This is an optimization exercise on Yosys and OpenROAD, whose aim is small area and a short achievable clock period, not a production implementation.
Function was checked by simulation only, so behaviour that the tests miss may differ from the original.

middle:
==> flow/design.v (excerpt) <==
module metronome_top #(
	parameter BTN_WAIT_WIDTH	= 10,	 
	parameter BTN_HOLD_WIDTH	= 12,	 
	parameter LED_HOLD_WIDTH	= 8,	 
	parameter LIFE_LED_WIDTH	= 10,	 
	parameter SSI_TIMER_WIDTH	= 6		 
)(
	input 			i_clk,
	input 			i_reset,
	input 			i_uart_rx,
	input	[3:0]	i_control_btns,
	output	[3:0]	o_led_n,
	output	[6:0]	o_ssi_segments,
	output reg [3:0] o_ssi_code
);
	localparam GW0 = (BTN_WAIT_WIDTH > LIFE_LED_WIDTH) ? BTN_WAIT_WIDTH : LIFE_LED_WIDTH;
	localparam GW  = (GW0 > SSI_TIMER_WIDTH + 2) ? GW0 : SSI_TIMER_WIDTH + 2;
	localparam [34:0] BEAT_N = 35'd12000000000;
	localparam [34:0] BEAT_K = 35'h7_FFFF_FFFF - BEAT_N;	 
	wire first = ~o_ssi_code[0] & ~o_ssi_code[1];
	reg [GW-1:0] timer;
	always @(posedge i_clk, posedge i_reset)
		if (i_reset)	timer <= 0;
		else			timer <= timer + 1'b1;
	wire		btn_wait_end	= &timer[BTN_WAIT_WIDTH-1:0];
	wire		life_end		= &timer[LIFE_LED_WIDTH-1:0];
	wire [1:0]	ssi_sel			= timer[SSI_TIMER_WIDTH+1:SSI_TIMER_WIDTH];
	reg life_led;
	always @(posedge i_clk, posedge i_reset)
		if (i_reset)	life_led <= 1'b0;
		else			life_led <= life_led ^ life_end;
	reg [3:0] btn_d1, btn_lock;
	reg [3:0] btn_d2, btn_act;
	wire [3:0] btn_edge = btn_d1 & ~btn_d2;
	always @(posedge i_clk, posedge i_reset)
		if (i_reset) begin
			btn_d1		<= 0;
			btn_lock	<= 0;
		end else begin
			btn_d1		<= i_control_btns;
			btn_lock	<= btn_wait_end ? 4'b0 : (btn_lock | btn_edge);
		end
	always @(posedge i_clk) begin
		btn_d2		<= btn_d1;
  ...
export LEC_CHECK = 0
export ABC_AREA = 1
export CAP_MARGIN = 20
export CORE_MARGIN = 2
export CORE_UTILIZATION = 60
export CTS_BUF_LIST = sky130_fd_sc_hd__clkbuf_16
export CTS_CLUSTER_DIAMETER = 80
export CTS_CLUSTER_SIZE = 22
export SLEW_MARGIN = 20
export BUFFER_PORTS_ARGS = -buffer_cell sky130_fd_sc_hd__buf_2
create_clock -name core_clock -period 140.0 [get_ports {i_clk}]
standard.sh (not shown) runs the stock make flow with config.mk's settings and CLKGATE_MAP_FILE= SYNTH_SCRIPT=/design/flow/synth_recipe.tcl, a recipe that flattens the netlist after the stock synthesis.
==> flow/flow/run.sh <==
#!/bin/bash
# The standard layout, with two changes:
#  - after the standard synthesis, the combinational logic is re-mapped by
#    flow/reopt.tcl with the ABC script flow/reopt.abc (flip-flops, adder
#    cells and their instance names are kept as they are);
#  - the port buffers are sky130_fd_sc_hd__buf_2.
set -euo pipefail
here=$(pwd)
echo 'export BUFFER_PORTS_ARGS = -buffer_cell sky130_fd_sc_hd__buf_2' >> config.mk
bash standard.sh synth > standard_synth.log 2>&1
res=$here/orfs/results/sky130hd/metronome_top/base
cp $res/1_2_yosys.v $here/standard_synth_netlist.v
REOPT_LIB=$FLOW_HOME/platforms/sky130hd/lib/sky130_fd_sc_hd__tt_025C_1v80.lib \
REOPT_IN=$here/standard_synth_netlist.v \
REOPT_TOP=$FLOW_TOP \
REOPT_ABC=$here/flow/reopt.abc \
REOPT_OUT=$res/1_2_yosys.v \
	yosys -c flow/reopt.tcl > reopt.log 2>&1
rm -f $res/1_synth.odb $res/1_synth.sdc
bash standard.sh finish > standard_finish.log 2>&1
Other scripts of this flow, unchanged in this note and not shown: flow/flow/reopt.abc, flow/flow/reopt.tcl
middle ended with every stage complete and zero timing, DRC or antenna violations.
Input-level comparison between west and middle:
Settings: CTS_CLUSTER_DIAMETER now 60, was 80; CORE_UTILIZATION now 70, was 60; CTS_CLUSTER_SIZE now 15, was 22; CTS_BUF_LIST now sky130_fd_sc_hd__clkbuf_8, was sky130_fd_sc_hd__clkbuf_16.
Findings:
Routed wire length went down slightly going from middle to west. Taking middle as the reference point, the post-synthesis to final-layout area growth of west falls by 1.4 points. Compared with middle, west shows a global-route usage that is 3.4 points higher. Length of routed met3 wiring delta for west relative to middle: 320 um higher. Measured against middle, the area inside the core boundary of west comes out at 0.849 times the reference value. Worst hold slack essentially unchanged between middle and west.

re-timing with driven ports:
In the flow no input, the clock included, has a driving cell. The finished layouts below were timed again as built, in two steps.
Step 1 assumes that a clkbuf_16 drives the clock port and a buf_2 every other input.
Step 2 times the ports against the registers' clock, not the clock port: input delays grow and output delays shrink by t, the midpoint of the rising clock arrivals with the driver on.
Slacks: ideal / step 1 / step 2; pairs: ideal / step 1.
run	t (ns)	slack for setup (ns)	worst hold slack (ns)	clock arrival spread, ns	pins driven straight from the clock port
middle	0.527	110.948 / 110.905 / 110.874	0.401 / 0.401 / 0.401	0.030 / 0.030	1
west	0.554	110.924 / 110.884 / 110.880	0.400 / 0.400 / 0.400	0.026 / 0.026	1
After both steps every run listed still meets setup and hold. The setup slack of middle, which loses most, moves by -0.043 ns with the drivers and by -0.074 ns with both steps. Setup slack includes reset recovery checks.
